This design comes from an exercise in tuning for small area and a short achievable clock period on the open sky130 flow, not from production work. No run shown here included a check of the RTL's function; only the layout flow was run.

==> design/flow/design.v <==
module mul8x11(a, b, p);
    input [7:0] a;
    input [10:0] b;
    output [18:0] p;
    wire pp1;
    assign pp1 = a[0] & b[0];
    wire pp2;
    assign pp2 = a[0] & b[1];
    wire pp3;
    assign pp3 = a[0] & b[2];
    wire pp4;
    assign pp4 = a[0] & b[3];
    wire pp5;
    assign pp5 = a[0] & b[4];
    wire pp6;
    assign pp6 = a[0] & b[5];
    wire pp7;
    assign pp7 = a[0] & b[6];
    wire pp8;
    assign pp8 = a[0] & b[7];
    wire pp9;
    assign pp9 = a[0] & b[8];
    wire pp10;
    assign pp10 = a[0] & b[9];
    wire pp11;
    assign pp11 = ~(a[0] & b[10]);
    wire pp12;
    assign pp12 = a[1] & b[0];
    wire pp13;
    assign pp13 = a[1] & b[1];
    wire pp14;
    assign pp14 = a[1] & b[2];
    wire pp15;
    assign pp15 = a[1] & b[3];
    wire pp16;
    assign pp16 = a[1] & b[4];
    wire pp17;
    assign pp17 = a[1] & b[5];
    wire pp18;
    assign pp18 = a[1] & b[6];
    wire pp19;
    assign pp19 = a[1] & b[7];
    wire pp20;
    assign pp20 = a[1] & b[8];
    wire pp21;
    assign pp21 = a[1] & b[9];
    wire pp22;
    assign pp22 = ~(a[1] & b[10]);
    wire pp23;
    assign pp23 = a[2] & b[0];
    wire pp24;
    assign pp24 = a[2] & b[1];
    wire pp25;
    assign pp25 = a[2] & b[2];
    wire pp26;
    assign pp26 = a[2] & b[3];
    wire pp27;
    assign pp27 = a[2] & b[4];
    wire pp28;
    assign pp28 = a[2] & b[5];
    wire pp29;
    assign pp29 = a[2] & b[6];
    wire pp30;
    assign pp30 = a[2] & b[7];
    wire pp31;
    assign pp31 = a[2] & b[8];
    wire pp32;
    assign pp32 = a[2] & b[9];
    wire pp33;
    assign pp33 = ~(a[2] & b[10]);
    wire pp34;
    assign pp34 = a[3] & b[0];
    wire pp35;
    assign pp35 = a[3] & b[1];
    wire pp36;
    assign pp36 = a[3] & b[2];
    wire pp37;
    assign pp37 = a[3] & b[3];
    wire pp38;
    assign pp38 = a[3] & b[4];
    wire pp39;
    assign pp39 = a[3] & b[5];
    wire pp40;
    assign pp40 = a[3] & b[6];
    wire pp41;
    assign pp41 = a[3] & b[7];
    wire pp42;
    assign pp42 = a[3] & b[8];
    wire pp43;
    assign pp43 = a[3] & b[9];
    wire pp44;
    assign pp44 = ~(a[3] & b[10]);
    wire pp45;
    assign pp45 = a[4] & b[0];
    wire pp46;
    assign pp46 = a[4] & b[1];
    wire pp47;
    assign pp47 = a[4] & b[2];
    wire pp48;
    assign pp48 = a[4] & b[3];
    wire pp49;
    assign pp49 = a[4] & b[4];
    wire pp50;
    assign pp50 = a[4] & b[5];
    wire pp51;
    assign pp51 = a[4] & b[6];
    wire pp52;
    assign pp52 = a[4] & b[7];
    wire pp53;
    assign pp53 = a[4] & b[8];
    wire pp54;
    assign pp54 = a[4] & b[9];
    wire pp55;
    assign pp55 = ~(a[4] & b[10]);
    wire pp56;
    assign pp56 = a[5] & b[0];
    wire pp57;
    assign pp57 = a[5] & b[1];
    wire pp58;
    assign pp58 = a[5] & b[2];
    wire pp59;
    assign pp59 = a[5] & b[3];
    wire pp60;
    assign pp60 = a[5] & b[4];
    wire pp61;
    assign pp61 = a[5] & b[5];
    wire pp62;
    assign pp62 = a[5] & b[6];
    wire pp63;
    assign pp63 = a[5] & b[7];
    wire pp64;
    assign pp64 = a[5] & b[8];
    wire pp65;
    assign pp65 = a[5] & b[9];
    wire pp66;
    assign pp66 = ~(a[5] & b[10]);
    wire pp67;
    assign pp67 = a[6] & b[0];
    wire pp68;
    assign pp68 = a[6] & b[1];
    wire pp69;
    assign pp69 = a[6] & b[2];
    wire pp70;
    assign pp70 = a[6] & b[3];
    wire pp71;
    assign pp71 = a[6] & b[4];
    wire pp72;
    assign pp72 = a[6] & b[5];
    wire pp73;
    assign pp73 = a[6] & b[6];
    wire pp74;
    assign pp74 = a[6] & b[7];
    wire pp75;
    assign pp75 = a[6] & b[8];
    wire pp76;
    assign pp76 = a[6] & b[9];
    wire pp77;
    assign pp77 = ~(a[6] & b[10]);
    wire pp78;
    assign pp78 = ~(a[7] & b[0]);
    wire pp79;
    assign pp79 = ~(a[7] & b[1]);
    wire pp80;
    assign pp80 = ~(a[7] & b[2]);
    wire pp81;
    assign pp81 = ~(a[7] & b[3]);
    wire pp82;
    assign pp82 = ~(a[7] & b[4]);
    wire pp83;
    assign pp83 = ~(a[7] & b[5]);
    wire pp84;
    assign pp84 = ~(a[7] & b[6]);
    wire pp85;
    assign pp85 = ~(a[7] & b[7]);
    wire pp86;
    assign pp86 = ~(a[7] & b[8]);
    wire pp87;
    assign pp87 = ~(a[7] & b[9]);
    wire pp88;
    assign pp88 = a[7] & b[10];
    wire s89;
    wire c90;
    assign s89 = pp7 ^ pp17;
    assign c90 = pp7 & pp17;
    wire s91;
    wire c92;
    assign s91 = pp8 ^ pp18 ^ pp28;
    assign c92 = (pp8 & pp18) | (pp8 & pp28) | (pp18 & pp28);
    wire s93;
    wire c94;
    assign s93 = pp38 ^ pp48 ^ pp58;
    assign c94 = (pp38 & pp48) | (pp38 & pp58) | (pp48 & pp58);
    wire s95;
    wire c96;
    assign s95 = pp9 ^ pp19 ^ pp29;
    assign c96 = (pp9 & pp19) | (pp9 & pp29) | (pp19 & pp29);
    wire s97;
    wire c98;
    assign s97 = pp39 ^ pp49 ^ pp59;
    assign c98 = (pp39 & pp49) | (pp39 & pp59) | (pp49 & pp59);
    wire s99;
    wire c100;
    assign s99 = pp10 ^ pp20 ^ pp30;
    assign c100 = (pp10 & pp20) | (pp10 & pp30) | (pp20 & pp30);
    wire s101;
    wire c102;
    assign s101 = pp40 ^ pp50 ^ pp60;
    assign c102 = (pp40 & pp50) | (pp40 & pp60) | (pp50 & pp60);
    wire s103;
    wire c104;
    assign s103 = pp11 ^ pp21 ^ pp31;
    assign c104 = (pp11 & pp21) | (pp11 & pp31) | (pp21 & pp31);
    wire s105;
    wire c106;
    assign s105 = pp41 ^ pp51 ^ pp61;
    assign c106 = (pp41 & pp51) | (pp41 & pp61) | (pp51 & pp61);
    wire s107;
    wire c108;
    assign s107 = pp71 ^ pp81;
    assign c108 = pp71 & pp81;
    wire s109;
    wire c110;
    assign s109 = pp22 ^ pp32 ^ pp42;
    assign c110 = (pp22 & pp32) | (pp22 & pp42) | (pp32 & pp42);
    wire s111;
    wire c112;
    assign s111 = pp52 ^ pp62 ^ pp72;
    assign c112 = (pp52 & pp62) | (pp52 & pp72) | (pp62 & pp72);
    wire s113;
    wire c114;
    assign s113 = pp33 ^ pp43 ^ pp53;
    assign c114 = (pp33 & pp43) | (pp33 & pp53) | (pp43 & pp53);
    wire s115;
    wire c116;
    assign s115 = pp5 ^ pp15;
    assign c116 = pp5 & pp15;
    wire s117;
    wire c118;
    assign s117 = pp6 ^ pp16 ^ pp26;
    assign c118 = (pp6 & pp16) | (pp6 & pp26) | (pp16 & pp26);
    wire s119;
    wire c120;
    assign s119 = pp36 ^ pp46;
    assign c120 = pp36 & pp46;
    wire s121;
    wire c122;
    assign s121 = pp27 ^ pp37 ^ pp47;
    assign c122 = (pp27 & pp37) | (pp27 & pp47) | (pp37 & pp47);
    wire s123;
    wire c124;
    assign s123 = pp57 ^ pp67 ^ s89;
    assign c124 = (pp57 & pp67) | (pp57 & s89) | (pp67 & s89);
    wire s125;
    wire c126;
    assign s125 = pp68 ^ pp78 ^ 1'b1;
    assign c126 = (pp68 & pp78) | (pp68 & 1'b1) | (pp78 & 1'b1);
    wire s127;
    wire c128;
    assign s127 = s91 ^ s93 ^ c90;
    assign c128 = (s91 & s93) | (s91 & c90) | (s93 & c90);
    wire s129;
    wire c130;
    assign s129 = pp69 ^ pp79 ^ s95;
    assign c130 = (pp69 & pp79) | (pp69 & s95) | (pp79 & s95);
    wire s131;
    wire c132;
    assign s131 = s97 ^ c92 ^ c94;
    assign c132 = (s97 & c92) | (s97 & c94) | (c92 & c94);
    wire s133;
    wire c134;
    assign s133 = pp70 ^ pp80 ^ s99;
    assign c134 = (pp70 & pp80) | (pp70 & s99) | (pp80 & s99);
    wire s135;
    wire c136;
    assign s135 = s101 ^ c96 ^ c98;
    assign c136 = (s101 & c96) | (s101 & c98) | (c96 & c98);
    wire s137;
    wire c138;
    assign s137 = 1'b1 ^ s103 ^ s105;
    assign c138 = (1'b1 & s103) | (1'b1 & s105) | (s103 & s105);
    wire s139;
    wire c140;
    assign s139 = s107 ^ c100 ^ c102;
    assign c140 = (s107 & c100) | (s107 & c102) | (c100 & c102);
    wire s141;
    wire c142;
    assign s141 = pp82 ^ s109 ^ s111;
    assign c142 = (pp82 & s109) | (pp82 & s111) | (s109 & s111);
    wire s143;
    wire c144;
    assign s143 = c104 ^ c106 ^ c108;
    assign c144 = (c104 & c106) | (c104 & c108) | (c106 & c108);
    wire s145;
    wire c146;
    assign s145 = pp63 ^ pp73 ^ pp83;
    assign c146 = (pp63 & pp73) | (pp63 & pp83) | (pp73 & pp83);
    wire s147;
    wire c148;
    assign s147 = s113 ^ c110 ^ c112;
    assign c148 = (s113 & c110) | (s113 & c112) | (c110 & c112);
    wire s149;
    wire c150;
    assign s149 = pp44 ^ pp54 ^ pp64;
    assign c150 = (pp44 & pp54) | (pp44 & pp64) | (pp54 & pp64);
    wire s151;
    wire c152;
    assign s151 = pp74 ^ pp84 ^ c114;
    assign c152 = (pp74 & pp84) | (pp74 & c114) | (pp84 & c114);
    wire s153;
    wire c154;
    assign s153 = pp55 ^ pp65 ^ pp75;
    assign c154 = (pp55 & pp65) | (pp55 & pp75) | (pp65 & pp75);
    wire s155;
    wire c156;
    assign s155 = pp4 ^ pp14;
    assign c156 = pp4 & pp14;
    wire s157;
    wire c158;
    assign s157 = pp25 ^ pp35 ^ pp45;
    assign c158 = (pp25 & pp35) | (pp25 & pp45) | (pp35 & pp45);
    wire s159;
    wire c160;
    assign s159 = pp56 ^ s117 ^ s119;
    assign c160 = (pp56 & s117) | (pp56 & s119) | (s117 & s119);
    wire s161;
    wire c162;
    assign s161 = s121 ^ s123 ^ c118;
    assign c162 = (s121 & s123) | (s121 & c118) | (s123 & c118);
    wire s163;
    wire c164;
    assign s163 = s125 ^ s127 ^ c122;
    assign c164 = (s125 & s127) | (s125 & c122) | (s127 & c122);
    wire s165;
    wire c166;
    assign s165 = s129 ^ s131 ^ c126;
    assign c166 = (s129 & s131) | (s129 & c126) | (s131 & c126);
    wire s167;
    wire c168;
    assign s167 = s133 ^ s135 ^ c130;
    assign c168 = (s133 & s135) | (s133 & c130) | (s135 & c130);
    wire s169;
    wire c170;
    assign s169 = s137 ^ s139 ^ c134;
    assign c170 = (s137 & s139) | (s137 & c134) | (s139 & c134);
    wire s171;
    wire c172;
    assign s171 = s141 ^ s143 ^ c138;
    assign c172 = (s141 & s143) | (s141 & c138) | (s143 & c138);
    wire s173;
    wire c174;
    assign s173 = s145 ^ s147 ^ c142;
    assign c174 = (s145 & s147) | (s145 & c142) | (s147 & c142);
    wire s175;
    wire c176;
    assign s175 = s149 ^ s151 ^ c146;
    assign c176 = (s149 & s151) | (s149 & c146) | (s151 & c146);
    wire s177;
    wire c178;
    assign s177 = pp85 ^ s153 ^ c150;
    assign c178 = (pp85 & s153) | (pp85 & c150) | (s153 & c150);
    wire s179;
    wire c180;
    assign s179 = pp66 ^ pp76 ^ pp86;
    assign c180 = (pp66 & pp76) | (pp66 & pp86) | (pp76 & pp86);
    wire s181;
    wire c182;
    assign s181 = pp3 ^ pp13;
    assign c182 = pp3 & pp13;
    wire s183;
    wire c184;
    assign s183 = pp24 ^ pp34 ^ s155;
    assign c184 = (pp24 & pp34) | (pp24 & s155) | (pp34 & s155);
    wire s185;
    wire c186;
    assign s185 = s115 ^ s157 ^ c156;
    assign c186 = (s115 & s157) | (s115 & c156) | (s157 & c156);
    wire s187;
    wire c188;
    assign s187 = c116 ^ s159 ^ c158;
    assign c188 = (c116 & s159) | (c116 & c158) | (s159 & c158);
    wire s189;
    wire c190;
    assign s189 = c120 ^ s161 ^ c160;
    assign c190 = (c120 & s161) | (c120 & c160) | (s161 & c160);
    wire s191;
    wire c192;
    assign s191 = c124 ^ s163 ^ c162;
    assign c192 = (c124 & s163) | (c124 & c162) | (s163 & c162);
    wire s193;
    wire c194;
    assign s193 = c128 ^ s165 ^ c164;
    assign c194 = (c128 & s165) | (c128 & c164) | (s165 & c164);
    wire s195;
    wire c196;
    assign s195 = c132 ^ s167 ^ c166;
    assign c196 = (c132 & s167) | (c132 & c166) | (s167 & c166);
    wire s197;
    wire c198;
    assign s197 = c136 ^ s169 ^ c168;
    assign c198 = (c136 & s169) | (c136 & c168) | (s169 & c168);
    wire s199;
    wire c200;
    assign s199 = c140 ^ s171 ^ c170;
    assign c200 = (c140 & s171) | (c140 & c170) | (s171 & c170);
    wire s201;
    wire c202;
    assign s201 = c144 ^ s173 ^ c172;
    assign c202 = (c144 & s173) | (c144 & c172) | (s173 & c172);
    wire s203;
    wire c204;
    assign s203 = c148 ^ s175 ^ c174;
    assign c204 = (c148 & s175) | (c148 & c174) | (s175 & c174);
    wire s205;
    wire c206;
    assign s205 = c152 ^ s177 ^ c176;
    assign c206 = (c152 & s177) | (c152 & c176) | (s177 & c176);
    wire s207;
    wire c208;
    assign s207 = c154 ^ s179 ^ c178;
    assign c208 = (c154 & s179) | (c154 & c178) | (s179 & c178);
    wire s209;
    wire c210;
    assign s209 = pp77 ^ pp87 ^ c180;
    assign c210 = (pp77 & pp87) | (pp77 & c180) | (pp87 & c180);
    wire [18:0] ra = {1'b1, pp88, s209, s207, s205, s203, s201, s199, s197, s195, s193, s191, s189, s187, s185, s183, pp23, pp2, pp1};
    wire [18:0] rb = {1'b0, c210, c208, c206, c204, c202, c200, c198, c196, c194, c192, c190, c188, c186, c184, c182, s181, pp12, 1'b0};
    assign p = ra + rb;
endmodule
`timescale 1 ns / 1ns
module adder(a, b, o);
	parameter firstInpSize = 16;
	parameter secondInpSize = 16;
	parameter outputSize = 24;
	input signed [firstInpSize - 1:0] a;
	input signed [secondInpSize - 1:0] b;
	output signed [outputSize - 1:0] o;
	assign o = a + b;
endmodule 
`timescale 1 ns / 1ns
module mac(so, si, di, wi);
	parameter inputWeightSize = 8;
	parameter parSumSize = 24;
	parameter outputSize = 24;
	input [inputWeightSize - 1:0] di;
	input [inputWeightSize - 1:0] wi;
	input [parSumSize - 1:0] si;
	output [outputSize - 1:0] so;
	wire [(inputWeightSize * 2) - 1:0] multOut;
	multSigned#(inputWeightSize) MUL(di, wi, multOut);
	adder#((inputWeightSize * 2), parSumSize, outputSize) ADD(multOut,si,so);
endmodule
`timescale 1 ns / 1ns
module PE(
	so, wo, dout, si, di, wi, clk, rst
);
	input clk, rst;
	input [7:0] di;
	input [7:0] wi;
	input [23:0] si;
	output [7:0] dout;
	output [7:0] wo;
	output [23:0] so;
	reg [7:0] diReg;
	reg [7:0] wiReg;
	reg [23:0] soReg;
	wire [23:0] soReg_input;
	mac#(8, 24, 24) MAC_UNIT(soReg_input, si, diReg, wiReg);
	always @(posedge clk, posedge rst) begin
		if (rst) begin
			diReg <= 0;
			wiReg <= 0;
			soReg <= 0;
		end
		else begin
			diReg <= di;
			wiReg <= wi;
			soReg <= soReg_input;
		end
	end
	assign dout = diReg;
	assign wo = wiReg;
	assign so = soReg;
endmodule
`timescale 1ns/1ns
module tpu(
    o, d, w, clk, rst
);
    parameter arraySize = 8;
    output wire [24*arraySize-1:0] o;
    input  wire [8*arraySize-1:0] d;
    input  wire [8*arraySize-1:0] w;
    input   clk, rst;
    reg [2:0] age;
    always @(posedge clk, posedge rst)
        if (rst) age <= 3'd0;
        else if (age != 3'd7) age <= age + 3'd1;
    wire wvalid = (age == 3'd7);
    reg signed [10:0] p [1:8];
    integer k;
    always @(posedge clk, posedge rst)
        if (rst) begin
            for (k = 1; k <= 8; k = k + 1) p[k] <= 11'sd0;
        end else begin
            p[1] <= {{3{d[7]}}, d[7:0]};
            for (k = 2; k <= 8; k = k + 1)
                p[k] <= p[k-1] + {{3{d[8*k-1]}}, d[8*k-1 -: 8]};
        end
    reg signed [10:0] x [2:8];
    always @(posedge clk) begin
        x[2] <= p[8];
        for (k = 3; k <= 8; k = k + 1) x[k] <= x[k-1];
    end
    genvar i;
    generate
        for (i = 1; i <= arraySize; i = i + 1) begin : COL
            reg [7:0] wd [1:7];
            integer s;
            always @(posedge clk) begin
                wd[1] <= w[8*i-1 -: 8];
                for (s = 2; s <= 7; s = s + 1) wd[s] <= wd[s-1];
            end
            reg signed [7:0] w8;
            always @(posedge clk, posedge rst)
                if (rst) w8 <= 8'd0;
                else w8 <= wvalid ? wd[7] : 8'd0;
            wire signed [10:0] xi;
            if (i == 1) begin : X1
                assign xi = p[8];
            end else begin : XN
                assign xi = x[i];
            end
            wire [18:0] prod;
            mul8x11 MUL(w8, xi, prod);
            reg [18:0] oreg;
            always @(posedge clk, posedge rst)
                if (rst) oreg <= 19'd0;
                else oreg <= prod;
            assign o[24*i-1 -: 24] = {{5{oreg[18]}}, oreg};
        end
    endgenerate
endmodule
==> design/flow/run.sh <==
#!/bin/bash
# synth_recipe.tcl (not shown) runs the flow's synth.tcl, then flattens the netlist and writes it again
# the make line also repeats each setting of config.mk as NAME=value (left out here)
make -C /OpenROAD-flow-scripts/flow DESIGN_CONFIG=/design/flow/config.mk WORK_HOME=/design/flow/orfs CLKGATE_MAP_FILE= SYNTH_SCRIPT=/design/flow/synth_recipe.tcl finish
==> design/flow/config.mk <==
export PLATFORM = sky130hd
export DESIGN_NAME = tpu
export DESIGN_NICKNAME = tpu
export VERILOG_FILES = /design/flow/design.v
export SDC_FILE = /design/flow/constraint.sdc
export NUM_CORES = 4
export LEC_CHECK = 0
export CAP_MARGIN = 20
export CORE_MARGIN = 2
export CORE_UTILIZATION = 40
export PLACE_DENSITY = 0.55
export SLEW_MARGIN = 20
==> design/flow/constraint.sdc <==
create_clock -name core_clock -period 6.0 [get_ports {clk}]
set_input_delay 1.2000 -clock core_clock [delete_from_list [all_inputs] [get_ports {clk}]]
set_output_delay 1.2000 -clock core_clock [all_outputs]
set_load 0.01 [all_outputs]
==> impl_metrics.json, run 1 <==
{
  "run_status": "finished clean",
  "drive_above_1_share": 0.0459,
  "grt_overflow": 0,
  "placementRows": 119,
  "multiInputGateArea_sq_um": 21800,
  "die_w_microns": 329,
  "finalSetupViolations": 0,
  "fin_skew_ns": 0.0182,
  "end_kind": "flip-flop",
  "drv_cap": 0,
  "r2r_start": "COL[4].w8[2]",
  "finalCriticalPeriod_ns": 4.82,
  "initial_utilization": 0.402,
  "setup.worst_path.start": "COL[4].w8[2]",
  "start_kind": "flip-flop",
  "fin_nets": 4877,
  "worstSkewPairLatency_ns": 0.67,
  "synth.distinct_cells": 70,
  "numCtsBuffers": 88,
  "dieHeight_microns": 329,
  "ios": 322,
  "grt_max_degree": 112,
  "wl_per_cell_microns": 15.9,
  "worst_pin_slew_ns": 0.841,
  "synth_ff_type": "dfxtp_1",
  "ys_seq_area_frac": 0.428,
  "io_buffers": 321,
  "cts_tree": "yes",
  "synth.net_count": 4574,
  "antenna_found_initial": 2,
  "firstDrtPassIters": 5,
  "synth_edf_count": 0,
  "wirelength_mm": 87.5,
  "grt_pass1_vias": 26628,
  "root_buffer": "clkbuf_16",
  "r2r_slack_ns": 1.18,
  "drv_slew": 0,
  "coreArea_sq_um": 105000,
  "dieArea_sq_um": 108000,
  "area_delta_synth_final_pct": 17.7,
  "setup_tns_ns": 0,
  "required_ns": 6.59,
  "netlist_area_sq_um": 42200,
  "num_vias": 25505,
  "synth_top_area_cell": "dfxtp_1",
  "arrival_ns": 5.41,
  "cts_buffer_depth": 3,
  "holdCritPathClass": "reg -> reg",
  "crit_type": "reg -> reg",
  "htree_levels": 3,
  "min_from": "COL[1].wd[2][7]",
  "fin_ws_ns": 1.18,
  "vias_per_cell": 4.63,
  "cp_max_fo": 11,
  "antenna_left": 0,
  "drc_errors": 0,
  "fin_area_sq_um": 49600,
  "synth_area_leaders": "dfxtp_1 25%, fa_1 21%, dfrtp_1 18%",
  "cts_sinks": 827,
  "synthCells": 3736,
  "post-cts-setup-buffers": 0,
  "num-fill-cells": 9614,
  "place_congestion": 0.831,
  "synth_top_area_frac": 0.249,
  "place_area_sq_um": 46600,
  "regArea_sq_um": 18100,
  "dp_hpwl_mm": 65.4,
  "yosysWarnings": 11,
  "fin_util": 0.473,
  "syn_avg_cell_area_sq_um": 11.3,
  "max_slew_margin": 0.439,
  "track_usage": 0.166,
  "rsz0062_at_grt": "no",
  "path_clk_slew_ns": 0.06,
  "cts_resized": 0,
  "synth_seq_cells": 827,
  "drtIter0Drc": 1019,
  "place_ws_ns": 1.21,
  "hold_violations": 0,
  "fmax_mhz": 207,
  "holdBufCountCts": 0,
  "grt_pass1_wl_mm": 143,
  "synthArstFlopShare": 0.365,
  "fin_crit_sh": 0.804
}
-- cell type report --
| class | count | share of cell area |
|---|---|---|
| Multi-Input combinational cell | 2326 | 0.439 |
| Sequential cell | 827 | 0.364 |
| Inverter | 468 | 0.0355 |
| Timing Repair Buffer | 328 | 0.0665 |
| Clock buffer | 125 | 0.0523 |
| Clock inverter | 40 | 0.00802 |
| Tap cell | 1391 | 0.0351 |
| Antenna cell | 1 | 0.0000504 |
-- worst paths after layout --
kind,cells past startpoint,to
min,0,COL[1].wd[3][7]
max in group asynchronous,3,COL[4].w8[6]
max,15,COL[4].oreg[18]
max reg2reg,15,COL[4].oreg[18]
min in group asynchronous,2,COL[1].oreg[4]
min reg2reg,0,COL[1].wd[3][7]
-- state kept, by name, summed over array words and instances (netlist names) --
name      flops
p            83
x            77
COL.w8       64
COL.oreg    152
COL.wd      448
age           3
-- through the flow --
stage          std cells  hold slack (ns)
6_report            5506            0.315
5_1_grt             5506            0.319
4_1_cts             5505            0.314
3_5_place_dp        5340            0.312
3_3_place_gp        5340            0.310
2_1_floorplan       3736            0.310
-- layout by cell type, fill, tap and decap left out, types with 5 or more instances in the layout --
cell type          n
nor2b_1           24
o21bai_1          15
a31oi_1            7
o31ai_1            6
or2_2              7
a21oi_1          104
xnor2_1          104
inv_6              7
clkbuf_1          17
clkinv_2          16
ha_1             268
nor3_1            35
clkbuf_16         93
nand3_1           15
nand2b_1          14
o211ai_1          12
fa_1             439
a21boi_0           8
clkbuf_8          15
a211o_1            5
a21o_1            56
clkdlybuf4s50_1  321
nand4_1           12
or4_1              6
nand2_1          372
xor2_1            52
dfxtp_1          525
clkinvlp_4         5
nor4_1             8
inv_1            467
dfrtp_1          302
and4_1             5
o21a_1            24
a211oi_1          21
o21ai_0           68
nor2_1            75
and2_1           462
and3_1            14
a2111oi_0          9
-- critical path, cell delays in order, from the launching register on --
cell	delay, ns
dfrtp_1	0.52
and2_1	0.25
fa_1	0.50
fa_1	0.54
inv_1	0.05
fa_1	0.48
fa_1	0.53
inv_1	0.05
ha_1	0.37
nand4_1	0.13
nor4_1	0.05
or2_2	0.32
o41ai_2	0.35
o21ai_1	0.17
a221o_1	0.31
a21oi_1	0.13
-- logic make-up after synthesis --
| logic type | synth area share |
|---|---|
| AOI/OAI and AO/OA | 0.0636 |
| adders and majority gates | 0.288 |
| DFF | 0.428 |
| xor gates and xnor gates | 0.0324 |
| buffers and inverters | 0.0554 |
| and+or+nand+nor | 0.131 |
| muxes | 0.00104 |
-- per-layer routing --
layer | track usage | part of all wire | vias up
li1 | - | - | 12346
met1 | 0.219 | 0.45 | 12514
met2 | 0.274 | 0.47 | 496
met3 | 0.0300 | 0.042 | 149
met4 | 0.0576 | 0.032 | 0
met5 | 0 | 0 | -
-- cell usage after synthesis, drive strengths merged (14+ instances only) --
| library cell | number |
|---|---|
| a211oi | 23 |
| a21o | 56 |
| a21oi | 107 |
| and2 | 462 |
| and3 | 14 |
| buf | 40 |
| clkbuf | 75 |
| dfrtp | 302 |
| dfxtp | 525 |
| fa | 439 |
| ha | 269 |
| inv | 468 |
| nand2 | 372 |
| nand2b | 14 |
| nand3 | 15 |
| nor2 | 76 |
| nor2b | 24 |
| nor3 | 35 |
| o21a | 24 |
| o21ai | 72 |
| o21bai | 15 |
| xnor2 | 104 |
| xor2 | 52 |
==> run 2: changes to the inputs <==
--- a/design/flow/config.mk
+++ b/design/flow/config.mk
@@ -9,4 +9,5 @@
 export CORE_MARGIN = 2
 export CORE_UTILIZATION = 40
 export PLACE_DENSITY = 0.55
+export SETUP_SLACK_MARGIN = 2.5
 export SLEW_MARGIN = 20
==> run 2 against run 1 <==
Still clean; hold slack better by 0.00051 ns; via count up 4.8%; register-to-register slack better by 0.44 ns; design area up 10%.
==> impl_metrics.json, run 2 <==
{
  "run_status": "finished clean",
  "whs_path_depth": 0,
  "top_regs": "COL.wd: 448 flops, COL.oreg: 152 flops, p: 83 flops",
  "synth.net_count": 4574,
  "vias_per_cell": 4.62,
  "dieArea_sq_um": 108000,
  "drtIter0Drc": 1035,
  "synth_top_area_cell": "dfxtp_1",
  "r2r_slack_ns": 1.61,
  "coreArea_sq_um": 105000,
  "fin_area_sq_um": 54600,
  "fin_nets": 5150,
  "finalSetupViolations": 0,
  "rr_worst_depth": 15,
  "required_ns": 6.59,
  "place_congestion": 0.836,
  "largest_register": "COL.wd",
  "synthCells": 3736,
  "drv_cap": 0,
  "ys_seq_area_frac": 0.428,
  "rsz0062_at_grt": "yes",
  "num_vias": 26724,
  "holdCritPathClass": "reg -> reg",
  "place_area_sq_um": 47600,
  "finalCriticalPeriod_ns": 4.39,
  "path_clk_slew_ns": 0.07,
  "wl_per_cell_microns": 16.0,
  "fmax_mhz": 228,
  "synth_area_leaders": "dfxtp_1 25%, fa_1 21%, dfrtp_1 18%",
  "drive_above_1_share": 0.221,
  "synth.distinct_cells": 70,
  "crit_type": "reg -> reg",
  "placementRows": 119,
  "worstSkewPairLatency_ns": 0.66,
  "grt_overflow": 0,
  "cts_buffer_depth": 3,
  "antenna_left": 0,
  "antenna_found_initial": 10,
  "hold_ws_ns": 0.316,
  "syn_avg_cell_area_sq_um": 11.3,
  "hold_violations": 0,
  "numCtsBuffers": 92,
  "firstDrtPassIters": 7,
  "yosysWarnings": 11,
  "netlist_area_sq_um": 42200,
  "dp_hpwl_mm": 66.0,
  "synth_ff_type": "dfxtp_1",
  "wirelength_mm": 92.5,
  "ios": 322,
  "synthArstFlopShare": 0.365,
  "arrival_ns": 4.97,
  "synth_most_common_cell": "dfxtp_1",
  "dieHeight_microns": 329,
  "drc_errors": 0,
  "final_cell_mix": "465 x dfxtp_1, 434 x inv_1, 408 x fa_1",
  "root_buffer": "clkbuf_16",
  "cts_tree": "yes",
  "synth_seq_cells": 827,
  "io_buffers": 321,
  "max_slew_margin": 0.456,
  "synth_top_area_frac": 0.249,
  "synth_edf_count": 0,
  "cts_sinks": 827,
  "area_delta_synth_final_pct": 29.6,
  "largest_register_ffs": 448,
  "track_usage": 0.175,
  "setup_tns_ns": 0,
  "grt_max_degree": 123,
  "die_w_microns": 329,
  "htree_levels": 3,
  "final_common_cell": "dfxtp_1",
  "num-fill-cells": 9230,
  "fin_crit_sh": 0.731,
  "cp_max_fo": 6,
  "drv_slew": 0,
  "synth_commonest_cells": "525 x dfxtp_1, 468 x inv_1, 462 x and2_1",
  "end_kind": "flip-flop",
  "grt_pass1_vias": 28272,
  "worst_pin_slew_ns": 0.817,
  "holdBufCountCts": 0,
  "initial_utilization": 0.402,
  "fin_skew_ns": 0.0372,
  "start_kind": "flip-flop",
  "grt_pass1_wl_mm": 150
}
## run 2: cell type report
class | instances | area [sq um] | area share
well taps | 1391 | 1740 | 0.0318
multi-input cells | 2326 | 24100 | 0.441
inverters | 468 | 1760 | 0.0322
repair buffers | 597 | 5540 | 0.101
flip-flops and latches | 827 | 18300 | 0.335
clock buffers | 132 | 2720 | 0.0498
diodes | 6 | 15.0 | 0.000275
clock inverters | 40 | 470 | 0.00861
## run 2: worst max-delay path, stage by stage (launching register included)
cell,delay [ns]
dfrtp_2,0.46
and2_4,0.18
fa_1,0.50
fa_1,0.51
inv_2,0.04
fa_1,0.47
fa_1,0.52
inv_2,0.05
ha_4,0.22
nand4_1,0.12
nor4_2,0.07
or2_4,0.26
o41ai_4,0.35
o21ai_2,0.13
a221o_1,0.30
a21oi_1,0.12
## run 2: logic make-up after synthesis
group,synth area share
flip-flops,0.428
XOR/XNOR,0.0324
buffers and inverters,0.0554
AO/OA/AOI/OAI,0.0636
AND/OR/NAND/NOR,0.131
adder cells (fa/ha/maj),0.288
multiplexers,0.00104
## run 2: timing repair
action	CTS	global route
pin swaps	137	166
setup endpoints to repair	91	94
setup buffers	215	55
gates cloned	0	0
gates resized for setup	327	173
## run 2: metal layers
layer / routed length, microns / part of all wire / GRT usage / vias to the layer above
met4: 2190 / 0.024 / 0.0580 / 2
met1: 41500 / 0.45 / 0.233 / 13180
met3: 4120 / 0.044 / 0.0298 / 125
met2: 44700 / 0.48 / 0.290 / 505
met5: 12 / 0.00013 / 0 / -
li1: - / - / - / 12912
## run 2: stage by stage
| stage | worst slack [ns] | utilization | std cells |
|---|---|---|---|
| 2_1_floorplan | 0.785 | - | 3736 |
| 3_3_place_gp | 1.45 | 0.454 | 5339 |
| 3_5_place_dp | 1.40 | 0.454 | 5339 |
| 4_1_cts | 1.64 | 0.510 | 5726 |
| 5_1_grt | 1.45 | 0.521 | 5785 |
| 6_report | 1.61 | 0.521 | 5787 |
## run 2: worst paths after layout
check	end	startpoint
worst min register to register	COL[3].wd[6][0]	COL[3].wd[5][0]
worst max-delay path	COL[4].oreg[18]	COL[4].w8[0]
max in group asynchronous	COL[6].w8[1]	rst
min in group asynchronous	COL[2].oreg[5]	rst
worst min-delay path	COL[3].wd[6][0]	COL[3].wd[5][0]
worst max register to register	COL[4].oreg[18]	COL[4].w8[0]

-- what the ideal ports hide --
No port has a modelled driver above. Below, the same layouts with a new extraction and two added sets of constraints.
Step 1, drivers: a clkbuf_16 drives clk and a buf_2 each remaining input, both assumed.
Step 2, shift: input delay + t, output delay - t, t = (earliest + latest rising clock arrival at the registers) / 2. This alone moves slack from input paths to output paths.
a / b / c = ideal ports / drivers / drivers and shift; a / b = the first two.
run	t, ns	setup slack, ns	latest minus earliest clock arrival (ns)	cell pins on the clock port's net
run 1	0.732	1.176 / 1.176 / 1.176	0.022 / 0.022	1
run 2	0.709	1.611 / 1.611 / 1.611	0.044 / 0.044	1
After both steps every run listed still meets setup and hold.
